Background: an optimization exercise with open tools, aiming at small area, a short achievable clock period and few clock cycles per item. Do not read the settings as production practice. No run shown here included a check of the RTL's function; only the layout flow was run. Power and IR drop assume default switching activity.

==> flow/design.v, too long to show whole: its modules and the start of the top module <==
// module ml_accel: 1094 lines
// module fa_cell: 4 lines
// module x2_cell: 3 lines
module ml_accel(
    input wire clk,
    input wire rst,
    input wire w_en,
    input wire r_en,
    input wire [5:0] addr,
    input wire [31:0] w_data,
    output reg [31:0] r_data,
    output reg done
    );
  // ...
==> flow/flow/run.sh <==
#!/bin/bash
# Standard layout, with the port buffers made from buf_2 cells instead of
# the default (a delay-buffer cell that repair cannot resize away).
set -euo pipefail
export BUFFER_PORTS_ARGS="-buffer_cell sky130_fd_sc_hd__buf_2"
bash standard.sh > standard.log 2>&1
==> flow/standard.sh <==
#!/bin/bash
# synth_recipe.tcl (not shown) runs the flow's synth.tcl, then flattens the netlist and writes it again
# the make line also repeats each setting of config.mk as NAME=value (left out here)
make -C /OpenROAD-flow-scripts/flow DESIGN_CONFIG=/design/flow/config.mk WORK_HOME=/design/flow/orfs CLKGATE_MAP_FILE= SYNTH_SCRIPT=/design/flow/synth_recipe.tcl "${@:-finish}"
==> flow/config.mk <==
export PLATFORM = sky130hd
export DESIGN_NAME = ml_accel
export DESIGN_NICKNAME = ml_accel
export VERILOG_FILES = /design/flow/design.v
export SDC_FILE = /design/flow/constraint.sdc
export NUM_CORES = 4
export LEC_CHECK = 0
export ABC_AREA = 1
export CAP_MARGIN = 20
export CORE_MARGIN = 2
export CORE_UTILIZATION = 40
export CTS_BUF_LIST = sky130_fd_sc_hd__clkbuf_8 sky130_fd_sc_hd__clkbuf_16
export CTS_CLUSTER_DIAMETER = 80
export CTS_CLUSTER_SIZE = 30
export SETUP_SLACK_MARGIN = 4.5
export SLEW_MARGIN = 20
export SYNTH_HIERARCHICAL = 1
export SYNTH_MINIMUM_KEEP_SIZE = 0
==> flow/constraint.sdc <==
create_clock -name core_clock -period 10.0 [get_ports {clk}]
set_input_delay 2.0000 -clock core_clock [delete_from_list [all_inputs] [get_ports {clk}]]
set_output_delay 2.0000 -clock core_clock [all_outputs]
set_load 0.01 [all_outputs]
==> results.txt, run 1 <==
CTS resizes=3; total gr overflow=0; R2R Path Start=other[15]; status=finished clean; Top pwr grp=combinational cells; Pint=between 5000 and 6000 uW; drt drc=0; most frequent cells in the layout=747 x nand2_1, 395 x inv_1, 284 x xor2_1, 262 x o22ai_1, 257 x fa_1; Taps Inserted=~970; min setup slack post-route=between 4 and 5 ns; setup TNS=0 ns; ys flop type=edfxtp_1; Power Density=between 200 and 300 nW/um2; initial DRC count=2139; Rows=100; Comb power frac=62.6%; top post-synthesis cells by area=edfxtp_1 25%, fa_1 17%, nand2_1 9.3%; post-DR wirelength/cell=a little under 20 um; Routed WL=approximately 85 mm; Final Util=43.7%; Hold Crit Class=reg -> reg; met1 global-route usage=29.6%; drt pass-1 iters=5; Clk power=1160 uW; switching pwr=between 4000 and 5000 uW; multi-input gates=around 2400; Post-CTS Hold Fix Bufs=0; clock latency (worst-skew pair)=around 0.64 ns; post-DP HPWL=approximately 59 mm; critical path buffer and inverter count=4; WP data required=8.00 ns; largest net degree at the start of global routing=98
==> inputs of run 2 (changes only) <==
--- a/flow/design.v
+++ b/flow/design.v
@@ -5,30 +5,29 @@
     input wire r_en,
     input wire [5:0] addr,
     input wire [31:0] w_data,
     output reg [31:0] r_data,
     output reg done
     );
     reg [31:0] vec_a [0:3];
     reg [31:0] vec_b [0:3];
-    reg [3:0]  pv;              
+    reg [3:0] va, vb;           
     reg [31:0] diff;            
     reg [31:0] other;           
     reg [31:0] acc_s, acc_c;    
     reg [31:0] result;          
     reg        res_ok;          
     wire [1:0] idx = addr[3:2];
     wire vec_wr = w_en && !addr[5] && addr[1:0] == 2'b00;
     wire start  = w_en && addr == 6'h20;
-    wire first  = !pv[idx];
     wire [1:0] s_idx = addr[3:2] & {2{~addr[5]}};
     wire       s_b   = addr[4] & ~addr[5];
-    wire [31:0] a_sel = vec_a[s_idx];
-    wire [31:0] b_sel = vec_b[s_idx];
+    wire [31:0] a_sel = vec_a[s_idx] & {32{va[s_idx]}};
+    wire [31:0] b_sel = vec_b[s_idx] & {32{vb[s_idx]}};
     wire [31:0] old_v = s_b ? b_sel : a_sel;
     wire [31:0] oth_v = s_b ? a_sel : b_sel;
     wire [31:0] sum_s, sum_c;
     wire bo0 = other[0] ^ 1'b0;
     wire bt0 = (other[1] & ~other[0] & ~1'b0) | (~other[1] & other[0] & 1'b0);
     wire bn0 = other[1];
     wire pp0_0 = (bo0 & diff[0]) ^ bn0;
     wire pp0_1 = ((bo0 & diff[1]) | (bt0 & diff[0])) ^ bn0;
@@ -978,109 +977,84 @@
     assign sum_s[27] = fs567;
     assign sum_c[27] = fc566;
     assign sum_s[28] = fs569;
     assign sum_c[28] = fc568;
     assign sum_s[29] = fs571;
     assign sum_c[29] = fc570;
     assign sum_s[30] = fs573;
     assign sum_c[30] = fc572;
-    wire tx575;
-    x2_cell u_tx575 (.a(acc_s[31]), .b(acc_c[31]), .y(tx575));
-    wire tx576;
-    x2_cell u_tx576 (.a(tx575), .b(fc62), .y(tx576));
-    wire tx577;
-    x2_cell u_tx577 (.a(pp0_31), .b(pp1_29), .y(tx577));
-    wire tx578;
-    x2_cell u_tx578 (.a(pp2_27), .b(pp3_25), .y(tx578));
-    wire tx579;
-    x2_cell u_tx579 (.a(pp4_23), .b(pp5_21), .y(tx579));
-    wire tx580;
-    x2_cell u_tx580 (.a(pp6_19), .b(pp7_17), .y(tx580));
-    wire tx581;
-    x2_cell u_tx581 (.a(pp8_15), .b(pp9_13), .y(tx581));
-    wire tx582;
-    x2_cell u_tx582 (.a(pp10_11), .b(pp11_9), .y(tx582));
-    wire tx583;
-    x2_cell u_tx583 (.a(pp12_7), .b(pp13_5), .y(tx583));
-    wire tx584;
-    x2_cell u_tx584 (.a(pp14_3), .b(pp15_1), .y(tx584));
-    wire tx585;
-    x2_cell u_tx585 (.a(tx576), .b(hc72), .y(tx585));
-    wire tx586;
-    x2_cell u_tx586 (.a(tx577), .b(tx578), .y(tx586));
-    wire tx587;
-    x2_cell u_tx587 (.a(tx579), .b(tx580), .y(tx587));
-    wire tx588;
-    x2_cell u_tx588 (.a(tx581), .b(tx582), .y(tx588));
-    wire tx589;
-    x2_cell u_tx589 (.a(tx583), .b(tx584), .y(tx589));
-    wire tx590;
-    x2_cell u_tx590 (.a(fc64), .b(fc66), .y(tx590));
-    wire tx591;
-    x2_cell u_tx591 (.a(fc68), .b(fc70), .y(tx591));
-    wire tx592;
-    x2_cell u_tx592 (.a(fc194), .b(tx585), .y(tx592));
-    wire tx593;
-    x2_cell u_tx593 (.a(tx586), .b(tx587), .y(tx593));
-    wire tx594;
-    x2_cell u_tx594 (.a(tx588), .b(tx589), .y(tx594));
-    wire tx595;
-    x2_cell u_tx595 (.a(tx590), .b(tx591), .y(tx595));
-    wire tx596;
-    x2_cell u_tx596 (.a(tx592), .b(tx593), .y(tx596));
-    wire tx597;
-    x2_cell u_tx597 (.a(tx594), .b(fc196), .y(tx597));
-    wire tx598;
-    x2_cell u_tx598 (.a(fc198), .b(fc200), .y(tx598));
-    wire tx599;
-    x2_cell u_tx599 (.a(fc334), .b(tx595), .y(tx599));
-    wire tx600;
-    x2_cell u_tx600 (.a(tx596), .b(tx597), .y(tx600));
-    wire tx601;
-    x2_cell u_tx601 (.a(tx598), .b(tx599), .y(tx601));
-    wire tx602;
-    x2_cell u_tx602 (.a(fc336), .b(fc338), .y(tx602));
-    wire tx603;
-    x2_cell u_tx603 (.a(tx600), .b(tx601), .y(tx603));
-    wire tx604;
-    x2_cell u_tx604 (.a(tx602), .b(tx603), .y(tx604));
-    wire tx605;
-    x2_cell u_tx605 (.a(fc448), .b(fc450), .y(tx605));
-    wire tx606;
-    x2_cell u_tx606 (.a(tx604), .b(tx605), .y(tx606));
-    wire tx607;
-    x2_cell u_tx607 (.a(fc512), .b(tx606), .y(tx607));
-    wire tx608;
-    x2_cell u_tx608 (.a(tx607), .b(fc574), .y(tx608));
-    assign sum_s[31] = tx608;
+    wire tx575, ty576;
+    fa_cell u_tx575 (.a(acc_s[31]), .b(acc_c[31]), .c(fc62), .s(tx575), .co(ty576));
+    wire tx577, ty578;
+    fa_cell u_tx577 (.a(pp0_31), .b(pp1_29), .c(pp2_27), .s(tx577), .co(ty578));
+    wire tx579, ty580;
+    fa_cell u_tx579 (.a(pp3_25), .b(pp4_23), .c(pp5_21), .s(tx579), .co(ty580));
+    wire tx581, ty582;
+    fa_cell u_tx581 (.a(pp6_19), .b(pp7_17), .c(pp8_15), .s(tx581), .co(ty582));
+    wire tx583, ty584;
+    fa_cell u_tx583 (.a(pp9_13), .b(pp10_11), .c(pp11_9), .s(tx583), .co(ty584));
+    wire tx585, ty586;
+    fa_cell u_tx585 (.a(pp12_7), .b(pp13_5), .c(pp14_3), .s(tx585), .co(ty586));
+    wire tx587, ty588;
+    fa_cell u_tx587 (.a(pp15_1), .b(hc72), .c(tx575), .s(tx587), .co(ty588));
+    wire tx589, ty590;
+    fa_cell u_tx589 (.a(fc64), .b(fc66), .c(fc68), .s(tx589), .co(ty590));
+    wire tx591, ty592;
+    fa_cell u_tx591 (.a(fc70), .b(fc194), .c(tx577), .s(tx591), .co(ty592));
+    wire tx593, ty594;
+    fa_cell u_tx593 (.a(tx579), .b(tx581), .c(tx583), .s(tx593), .co(ty594));
+    wire tx595, ty596;
+    fa_cell u_tx595 (.a(tx585), .b(tx587), .c(fc196), .s(tx595), .co(ty596));
+    wire tx597, ty598;
+    fa_cell u_tx597 (.a(fc198), .b(fc200), .c(fc334), .s(tx597), .co(ty598));
+    wire tx599, ty600;
+    fa_cell u_tx599 (.a(tx589), .b(tx591), .c(tx593), .s(tx599), .co(ty600));
+    wire tx601, ty602;
+    fa_cell u_tx601 (.a(fc336), .b(fc338), .c(tx595), .s(tx601), .co(ty602));
+    wire tx603, ty604;
+    fa_cell u_tx603 (.a(tx597), .b(tx599), .c(fc448), .s(tx603), .co(ty604));
+    wire tx605, ty606;
+    fa_cell u_tx605 (.a(fc450), .b(tx601), .c(fc512), .s(tx605), .co(ty606));
+    wire tx607, ty608;
+    fa_cell u_tx607 (.a(tx603), .b(fc574), .c(tx605), .s(tx607), .co(ty608));
+    assign sum_s[31] = tx607;
     assign sum_c[31] = 1'b0;
     wire [31:0] acc_val = acc_s + acc_c;
-    wire [31:0] wd_a = w_data & {32{~addr[4]}};
-    wire [31:0] wd_b = w_data & {32{addr[4]}};
-    integer i;
     always @(posedge clk) begin
-        for (i = 0; i < 4; i = i + 1) begin
-            if (vec_wr && idx == i && (!addr[4] || first)) vec_a[i] <= wd_a;
-            if (vec_wr && idx == i && (addr[4] || first))  vec_b[i] <= wd_b;
+        if (w_en) begin
+            case (addr)
+                6'h00: vec_a[0] <= w_data;
+                6'h04: vec_a[1] <= w_data;
+                6'h08: vec_a[2] <= w_data;
+                6'h0C: vec_a[3] <= w_data;
+                6'h10: vec_b[0] <= w_data;
+                6'h14: vec_b[1] <= w_data;
+                6'h18: vec_b[2] <= w_data;
+                6'h1C: vec_b[3] <= w_data;
+            endcase
         end
     end
     always @(posedge clk) begin
-        diff  <= (vec_wr && !first) ? (w_data - old_v) : 32'd0;
+        diff  <= vec_wr ? (w_data - old_v) : 32'd0;
         other <= oth_v;
     end
     always @(posedge clk or posedge rst) begin
         if (rst) begin
-            pv <= 4'd0;
+            va <= 4'd0;
+            vb <= 4'd0;
             acc_s <= 32'd0;
             acc_c <= 32'd0;
             res_ok <= 1'b0;
             done <= 1'b0;
         end else begin
-            if (vec_wr) pv[idx] <= 1'b1;
+            if (vec_wr) begin
+                if (addr[4]) vb[idx] <= 1'b1;
+                else         va[idx] <= 1'b1;
+            end
             acc_s <= sum_s;
             acc_c <= sum_c;
             if (done) res_ok <= 1'b1;
             done <= start;
         end
     end
     always @(posedge clk) begin
         if (done) result <= acc_val;
@@ -1091,11 +1065,8 @@
         else
             r_data = 32'd0;
     end
 endmodule
 module fa_cell(input wire a, input wire b, input wire c, output wire s, output wire co);
     assign s = a ^ b ^ c;
     assign co = (a & b) | (a & c) | (b & c);
 endmodule
-module x2_cell(input wire a, input wire b, output wire y);
-    assign y = a ^ b;
-endmodule
==> run 2 against run 1 <==
Against the previous run:
- critical endpoint is now acc_s[31]
- synthesized cell count decreased by 7.6%
- sequential share of layout area increased by 0.50 points
- core utilization increased by 0.081 points
- first-iteration DRC count decreased by 16%
- largest power group unchanged
- cell count decreased by 5.8%
- clock power increased by about 20%
- register-to-register slack got worse by 0.09 ns
- critical path depth increased by 5
- critical path type is now reg -> reg
- global-route usage about the same
- still clean
==> results.txt, run 2 <==
total gr overflow=0 (unchanged); Avg Inst Size Synth=9.65 um2 (was 9.05 um2); Synth top area share=25.7% (was 25.4%); most common cell after layout, fill and taps aside=nand2_1 (unchanged); placer congestion estimate=0.942 (was 0.920); initial antenna violation count=1 (was 2); Post-synth top cells=581 x nand2_1, 281 x xor2_1, 277 x inv_1 (was 749 x nand2_1, 391 x inv_1, 284 x xor2_1); crit path from=other[21] (was addr[5]); fill count=7192 (was 7211); Leakage Power=0.0139 uW (was 0.0149 uW); largest net degree at the start of global routing=89 (was 98); Routed WL=84.0 mm (was 85.2 mm); crit path DAT=5.85 ns (was 3.33 ns); antenna cell count=0 (unchanged); Hold Crit Class=reg -> reg (unchanged); Post-CTS Hold Fix Bufs=0 (unchanged); core area=74200 um2 (was 74700 um2); Final Critical Period=5.35 ns (was 5.33 ns); via count=21953 (was 22925); Yosys reg bits=425 (was 421); Rows=100 (unchanged); post-DR wirelength/cell=20.6 um (was 19.7 um); drt pass-1 iters=5 (unchanged); Least-Margin Pin Slew=0.942 ns (was 1.16 ns); peak supply drop=0.362 mV (was 0.288 mV); Distinct cells, synth=40 (was 44); drt drc=0 (unchanged); global-route wire length before repair=131 mm (was 132 mm); most frequent cells in the layout=577 x nand2_1, 281 x xor2_1, 280 x inv_1, 274 x fa_1, 256 x edfxtp_1 (was 747 x nand2_1, 395 x inv_1, 284 x xor2_1, 262 x o22ai_1, 257 x fa_1); Yosys warning count=9 (unchanged); die outline width=277 um (was 279 um); TritonCTS clock tree=yes (unchanged); Num CTS Buffers=29 (was 25); Hold Fails Final Rpt=0 (unchanged); via count of the first global-routing pass=21870 (was 22577); min setup slack post-route=4.65 ns (was 4.67 ns); largest area contributor in the netlist=edfxtp_1 (unchanged); Final Util=43.8% (was 43.7%); Worst setup SP type=register (was primary input); antenna-violating nets left=0 (unchanged); top-count cell post-synth=nand2_1 (unchanged); final worst-path cycle share=53.5% (was 53.3%); die area=76900 um2 (was 78000 um2); register area share after synthesis=38.3% (was 37.4%); clock buffer depth=3 (unchanged); clk sinks=425 (was 421); initial DRC count=1800 (was 2139); top post-synthesis cells by area=edfxtp_1 26%, fa_1 18%, xor2_1 8.2% (was edfxtp_1 25%, fa_1 17%, nand2_1 9.3%); slew margin rel.=37.2% (was 22.8%); Area growth syn-to-layout=8.72% (was 7.67%); clock latency (worst-skew pair)=0.65 ns (was 0.64 ns); WP data required=10.50 ns (was 8.00 ns); post-DP HPWL=59.3 mm (was 59.1 mm); Async SR Flop Fraction=17.2% (was 16.4%); Post-Layout Cell Count=4071 (was 4321); status=finished clean (unchanged); Netlist Area Pre-Place=29900 um2 (was 30300 um2); Power Density=307 nW/um2 (was 289 nW/um2); final setup fails=0 (unchanged); setup TNS=0 ns (unchanged); cell count after placement=4013 (was 4270); Die Y=277 um (was 279 um); io pins=75 (unchanged); clk root buf=clkbuf_16 (unchanged); initial core utilization=40.3% (was 40.6%); Post-Syn Instances=3096 (was 3351); r2r setup slk=4.65 ns (was 4.74 ns); Via density=5.39 (was 5.31); Port Buffers=74 (unchanged); RSZ-0062 raised after global routing=no (was yes); MaxCap Viol Count=0 (unchanged); Critical Path Sink Type=register (was output port); Post-layout nets=3484 (was 3721); proportion of layout cells with a drive suffix above 1=7.67% (was 6.65%); final-report max-slew violation count=0 (unchanged); H-tree depth=1 (unchanged); ys flop type=edfxtp_1 (unchanged); gr usage total=21.7% (about the same); worst slack, placed=3.88 ns (was 3.69 ns); Hold Crit Start=res_ok (was result[7]); Max Freq=187 MHz (about the same); Worst Skew=0.0292 ns (was 0.0414 ns); biggest regs=vec_a: 128 flops, vec_b: 128 flops (unchanged); R2R Path Start=other[21] (was other[15]); EDFF count, synth=256 (unchanged); Max Fanout on Critical Path=17 (was 32); Worst Setup Path Type=reg -> reg (was in -> out); Clk pin slew, worst setup/hold paths=0.09 ns (was 0.07 ns)
[run 2: changes by cell type in the layout (fill, tap and decap cells not counted), sizes merged, moves of 16 or more]
cell    change
inv       -107
a22oi      +17
o21ai      -29
fa         +17
nand3      +16
nand2     -167
nor2       -33
o211ai     +48
[run 2: layout make-up]
type / count / area (um2) / share of cell area (%)
multi-input cells: 2204 / 16800 / 51.6
flip-flops and latches: 425 / 11500 / 35.3
well taps: 969 / 1210 / 3.73
inverters: 290 / 1100 / 3.37
repair buffers: 129 / 860 / 2.65
clock buffers: 29 / 726 / 2.23
clock inverters: 25 / 374 / 1.15
[run 2: through the flow]
step,hold slack [ns],power (uW),instance area (um2)
finish,0.454,9980,32500
global route,0.474,11100,32500
CTS,0.455,10100,32300
detailed placement,0.434,8730,31200
global placement,0.431,8620,31200
floorplan,0.421,7060,29900
[run 2: cells by family (layout without fill, tap and decap cells)]
| group | after synthesis | count (layout) | share of synthesized area [%] |
|---|---|---|---|
| AND/OR/NAND/NOR | 948 | 949 | 12.8 |
| AO/OA/AOI/OAI | 606 | 606 | 12.3 |
| buffers and inverters | 468 | 473 | 6.15 |
| flip-flops | 425 | 425 | 38.3 |
| adder cells (fa/ha/maj) | 363 | 363 | 22.1 |
| XOR/XNOR | 285 | 285 | 8.36 |
| other | 1 | 1 | 0.0126 |
[run 2: routing by layer]
metal  wire length [um]  share of wire (%)  up-vias  global-route usage (%)
li1                   -                  -    10379                       -
met4               2290                2.7        2                    6.01
met1              36800                 44    10717                    29.9
met5                 13              0.015        -                       0
met2              39800                 47      731                    35.7
met3               5120                6.1      124                    3.40
[run 2: worst paths after layout]
path / endpoint / cells after the start
max: acc_s[31] / 12
min: res_ok / 1
max reg2reg: acc_s[31] / 12
min reg2reg: res_ok / 1
max in group asynchronous: acc_c[29] / 3
min in group asynchronous: done / 2
[run 2: what timing repair did]
action | 4_1_cts | 5_1_grt
resized for setup | 8 | 24
cloned | 0 | 1
setup buffers | 0 | 1
pin swaps | 0 | 2
setup endpoints to repair | 37 | 23
hold endpoints to repair | 0 | 0
[run 2: per-module statistics from Yosys (local to each module, per instance)]
module	times used	area, um2	flops+latches	cells
ml_accel	1	24400	425	2824
fa_cell	272	20.0	0	1
[run 2: worst max-delay path: stages, from the launching register on]
cell and delay (ns):
dfxtp_1 0.33, buf_4 0.30, nor2_1 0.11, a21oi_1 0.76, o22ai_1 0.17, xor2_1 0.20, fa_1 0.54, fa_1 0.47
fa_1 0.52, fa_1 0.44, fa_1 0.51, fa_1 0.43, fa_1 0.45
[run 2: power by group]
part	total, uW	switching [uW]	internal (uW)
combinational	6160	3510	2650
sequential	2430	199	2230
clock	1390	778	610

## separate check: timing with driven ports
In the flow no input, the clock included, has a driving cell. The finished layouts below were timed again as built, in two steps. Step 1: set_driving_cell puts a clkbuf_16 on clk and a buf_2 on each other input, an assumption about the parent block. Step 2 adds t to the input delays and takes it off the output delays; t is the mean of the earliest and latest rising clock arrival at the registers after step 1. Input paths then give back, and output paths get back, about the clock's delay inside the block. Slacks: no drivers / after step 1 / after step 2; pairs: no drivers / after step 1.
run | t (ns) | setup WS [ns] | worst setup path after step 2
run 1 | 0.677 | 4.666 / 4.643 / 4.306 | input to register
run 2 | 0.698 | 4.646 / 4.646 / 4.268 | input to register
After both steps every run listed still meets setup and hold. The setup slack of run 2, which loses most, moves by 0.000 ns with the drivers and by -0.378 ns with both steps.
